This design comes from an exercise in tuning for small area and a short achievable clock period on the open sky130 flow, not from production work. At most, simulation tests tie the RTL to the original design; equivalence was not proved. Power and IR drop assume default switching activity.

==> flow/design.v <==
module timer_top
( input wire sys_clk,
  input wire sys_rst_n,
  input wire tim_pwrite,
  input wire tim_psel,
  input wire tim_penable,
  input wire [11:0] tim_paddr,
  input wire [31:0] tim_pwdata,
  input wire [3:0] tim_pstrb,
  input wire dbg_mode,
  output wire [31:0] tim_prdata,
  output wire tim_int,
  output wire tim_pready,
  output wire tim_pslverr
);
reg wait_state;
wire acc = tim_psel & tim_penable;
always @(posedge sys_clk)
  wait_state <= acc;
assign tim_pready = acc & wait_state;
reg [7:0] sel;
wire a_ok = (tim_paddr[11:5] == 7'd0) & (tim_paddr[1:0] == 2'd0);
always @(posedge sys_clk)
  sel <= {8{a_ok}} & (8'd1 << tim_paddr[4:2]);
wire s_tcr   = sel[0];
wire s_tdr0  = sel[1];
wire s_tdr1  = sel[2];
wire s_tcmp0 = sel[3];
wire s_tcmp1 = sel[4];
wire s_tier  = sel[5];
wire s_tisr  = sel[6];
wire s_thcsr = sel[7];
reg wr;
always @(posedge sys_clk or negedge sys_rst_n)
  if (!sys_rst_n) wr <= 1'b0;
  else            wr <= tim_psel & ~tim_pready & tim_pwrite;
wire [3:0] st = tim_pstrb;
wire [31:0] wd = tim_pwdata;
reg        timer_en, div_en, halt_req, int_en, int_st, timer_en_pre;
reg  [3:0] div_val;
reg  [7:0] p;
wire halt_ack = halt_req & dbg_mode;
wire err_cond = (timer_en & st[0] & (wd[1] != div_en)) |
                (timer_en & st[1] & (wd[11:8] != div_val)) |
                (st[1] & (wd[11:8] > 4'd8));
reg err_q;
always @(posedge sys_clk)
  err_q <= err_cond;
wire wr_tcr = wr & s_tcr & ~err_q;
assign tim_pslverr = err_q & s_tcr & wr;
always @(posedge sys_clk or negedge sys_rst_n) begin
  if (!sys_rst_n) begin
    timer_en <= 1'b0;
    div_en   <= 1'b0;
    div_val  <= 4'd1;
    halt_req <= 1'b0;
    int_en   <= 1'b0;
  end else begin
    if (wr_tcr & st[0]) begin
      timer_en <= wd[0];
      div_en   <= wd[1];
    end
    if (wr_tcr & st[1]) div_val <= wd[11:8];
    if (wr & s_tier & st[0])  int_en   <= wd[0];
    if (wr & s_thcsr & st[0]) halt_req <= wd[0];
  end
end
reg init;
always @(posedge sys_clk or negedge sys_rst_n)
  if (!sys_rst_n) init <= 1'b0;
  else            init <= 1'b1;
wire [31:0] wd_c = wd | {32{~init}};
reg [63:0] tcmp;
genvar b;
generate for (b = 0; b < 4; b = b + 1) begin : g_tcmp
  always @(posedge sys_clk) begin
    if (~init | (wr & s_tcmp0 & st[b])) tcmp[8*b+7:8*b]     <= wd_c[8*b+7:8*b];
    if (~init | (wr & s_tcmp1 & st[b])) tcmp[8*b+39:8*b+32] <= wd_c[8*b+7:8*b];
  end
end endgenerate
function [7:0] lim;
  input [3:0] d;
  case (d)
    4'd1: lim = 8'd1;
    4'd2: lim = 8'd3;
    4'd3: lim = 8'd7;
    4'd4: lim = 8'd15;
    4'd5: lim = 8'd31;
    4'd6: lim = 8'd63;
    4'd7: lim = 8'd127;
    4'd8: lim = 8'd255;
    default: lim = 8'd0;
  endcase
endfunction
wire ph = (p == lim(div_val));
wire p_rst = ~timer_en | ~div_en | ph;
wire [7:0] p_inc;
assign p_inc[0] = ~p[0];
genvar i;
generate for (i = 1; i < 8; i = i + 1) begin : g_pinc
  assign p_inc[i] = p[i] ^ (&p[i-1:0]);
end endgenerate
always @(posedge sys_clk) begin
  if (!halt_ack) p <= p_rst ? 8'd0 : p_inc;
end
wire       te_nxt = (wr_tcr & st[0]) ? wd[0]    : timer_en;
wire       de_nxt = (wr_tcr & st[0]) ? wd[1]    : div_en;
wire [3:0] dv_nxt = (wr_tcr & st[1]) ? wd[11:8] : div_val;
reg tick0;
always @(posedge sys_clk or negedge sys_rst_n)
  if (!sys_rst_n) tick0 <= 1'b0;
  else            tick0 <= te_nxt & (~de_nxt | (dv_nxt == 4'd0));
wire cnt_en = ~halt_ack & (tick0 | (timer_en & ph));
always @(posedge sys_clk)
  timer_en_pre <= timer_en;
wire cnt_clr = timer_en_pre & ~timer_en;
wire wr_tdr0 = wr & s_tdr0;
wire wr_tdr1 = wr & s_tdr1;
wire inc = cnt_en & ~wr_tdr0 & ~wr_tdr1;
reg cnt_v;
always @(posedge sys_clk or negedge sys_rst_n)
  if (!sys_rst_n) cnt_v <= 1'b0;
  else            cnt_v <= ~cnt_clr;
reg [63:0] cnt_q;
wire [63:0] cnt = cnt_q & {64{cnt_v}};
wire [15:0] g4;
wire [15:0] gp;    
generate for (i = 0; i < 16; i = i + 1) begin : g_grp
  assign g4[i] = &cnt_q[4*i+3:4*i];
  if (i == 0) begin : g0
    assign gp[i] = 1'b1;
  end else begin : gn
    assign gp[i] = &g4[i-1:0];
  end
end endgenerate
wire [63:0] tog;
generate for (i = 0; i < 64; i = i + 1) begin : g_tog
  if (i % 4 == 0) begin : j0
    assign tog[i] = inc & gp[i/4];
  end else begin : jn
    assign tog[i] = inc & gp[i/4] & (&cnt_q[i-1:(i/4)*4]);
  end
end endgenerate
wire [63:0] cnt_inc = cnt_v ? (cnt_q ^ tog) : {63'd0, inc};
generate for (b = 0; b < 4; b = b + 1) begin : g_cnt
  always @(posedge sys_clk) begin
    cnt_q[8*b+7:8*b]     <= (wr_tdr0 & st[b]) ? wd[8*b+7:8*b] : cnt_inc[8*b+7:8*b];
    cnt_q[8*b+39:8*b+32] <= (wr_tdr1 & st[b]) ? wd[8*b+7:8*b] : cnt_inc[8*b+39:8*b+32];
  end
end endgenerate
wire int_set = init & (cnt_v ? (cnt_q == tcmp) : (tcmp == 64'd0));
wire int_clr_req = wr & s_tisr & st[0] & wd[0];
always @(posedge sys_clk or negedge sys_rst_n)
  if (!sys_rst_n) int_st <= 1'b0;
  else            int_st <= int_st ? ~int_clr_req : int_set;
assign tim_int = int_en & int_st;
reg rs_tdr0, rs_tdr1;
always @(posedge sys_clk) begin
  rs_tdr0 <= a_ok & (tim_paddr[4:2] == 3'd1) & ~cnt_clr;
  rs_tdr1 <= a_ok & (tim_paddr[4:2] == 3'd2) & ~cnt_clr;
end
assign tim_prdata =
    ({32{s_tcr}}   & {20'b0, div_val, 6'b0, div_en, timer_en}) |
    ({32{rs_tdr0}} & cnt_q[31:0]) |
    ({32{rs_tdr1}} & cnt_q[63:32]) |
    ({32{s_tcmp0}} & tcmp[31:0]) |
    ({32{s_tcmp1}} & tcmp[63:32]) |
    ({32{s_tier}}  & {31'b0, int_en}) |
    ({32{s_tisr}}  & {31'b0, int_st}) |
    ({32{s_thcsr}} & {30'b0, halt_ack, halt_req});
endmodule
export LEC_CHECK = 0
export CAP_MARGIN = 20
export CORE_MARGIN = 2
export CORE_UTILIZATION = 60
export CTS_BUF_LIST = sky130_fd_sc_hd__clkbuf_8
export SETUP_SLACK_MARGIN = 2.4
export SLEW_MARGIN = 20
create_clock -name core_clock -period 5.0 [get_ports {sys_clk}]
standard.sh (not shown) runs the stock make flow with config.mk's settings and CLKGATE_MAP_FILE= SYNTH_SCRIPT=/design/flow/synth_recipe.tcl, a recipe that flattens the netlist after the stock synthesis.
==> flow/flow/run.sh <==
#!/bin/bash
# Layout: the standard flow's synthesis script with its own ABC mapping script, then
# the standard flow for the remaining steps, with plain buffers on the
# ports. Each tool's output goes to a log file here.
set -euo pipefail
HERE=$(pwd)
export OWN_ABC_SCRIPT=$HERE/flow/abc_map.script
make -C $FLOW_HOME DESIGN_CONFIG=$FLOW_CONFIG WORK_HOME=$HERE/orfs CLKGATE_MAP_FILE= \
  SYNTH_SCRIPT=$HERE/flow/synth_own.tcl synth > $HERE/synth.log 2>&1
bash standard.sh "BUFFER_PORTS_ARGS=-buffer_cell sky130_fd_sc_hd__buf_2" finish > $HERE/standard.log 2>&1
==> flow/flow/abc_map.script <==
&get -n
&st
&dch -f
&nf
&put
topo
==> flow/flow/synth_own.tcl <==
# synth_recipe.tcl, with ABC's cell mapping run by flow/abc_map.script (a
# delay-oriented mapping without ABC's restructuring and buffering) and
# without the slow a222oi cell; the layout flow buffers and sizes.
proc synth {args} { yosys synth -nofsm -noshare {*}$args }
proc abc {args} {
  set i [lsearch -exact $args -script]
  if {$i >= 0} { lset args [expr {$i + 1}] $::env(OWN_ABC_SCRIPT) }
  lappend args -dont_use sky130_fd_sc_hd__a222oi_1
  yosys abc {*}$args
}
source $::env(SCRIPTS_DIR)/synth.tcl
# left out here: clear keep_hierarchy, flatten, clean up, hide names made inside functions, write 1_2_yosys.v
Then changed:
--- a/flow/design.v
+++ b/flow/design.v
@@ -93,5 +93,5 @@
   endcase
 endfunction
-wire ph = (p == lim(div_val));
+reg ph;
 wire p_rst = ~timer_en | ~div_en | ph;
 wire [7:0] p_inc;
@@ -101,6 +101,11 @@
   assign p_inc[i] = p[i] ^ (&p[i-1:0]);
 end endgenerate
+wire wen_dv = wr_tcr & st[1];
+wire ph_nxt = halt_ack ? (wen_dv ? (p == lim(wd[11:8])) : ph)
+            : p_rst    ? (lim(wen_dv ? wd[11:8] : div_val) == 8'd0)
+            :            (p_inc == lim(div_val));
 always @(posedge sys_clk) begin
   if (!halt_ack) p <= p_rst ? 8'd0 : p_inc;
+  ph <= ph_nxt;
 end
 wire       te_nxt = (wr_tcr & st[0]) ? wd[0]    : timer_en;
Power climbs by a few percent.
Wire length drops by roughly a tenth.
Critical path depth drops by 5.
Maximum frequency climbs by roughly a tenth.
Clock skew drops by 0.0035 ns.
Clock power climbs by a few percent.
Combinational power climbs by about a fifth.
Hold slack gets better by 0.024 ns.
No functional check of the RTL was part of the first run of this note.

-- separate check: timing with driven ports --
How much do the figures lean on ideal ports? The routed layouts below were timed once more, with nothing changed but the port constraints. Step 1: set_driving_cell puts a clkbuf_16 on sys_clk and a buf_2 on each other input, an assumption about the parent block. Step 2 times the ports against the registers' clock, not the clock port: input delays grow and output delays shrink by t, the midpoint of the rising clock arrivals with the driver on. Three values: no drivers, after step 1, after step 2; two values: the first two.
run | t (ns) | setup slack, ns | worst setup path at the end | clock arrival spread, ns | worst data-port slew with drivers (ns)
the first run | 0.524 | 2.014 / 2.014 / 1.923 | input to register | 0.017 / 0.017 | 0.04
the second run | 0.510 | 2.377 / 2.341 / 1.985 | input to register | 0.013 / 0.014 | 0.03
After both steps setup and hold are still met in every run listed. For the second run, which loses most, drivers alone change the setup slack by -0.036 ns; drivers and shift together by -0.392 ns.
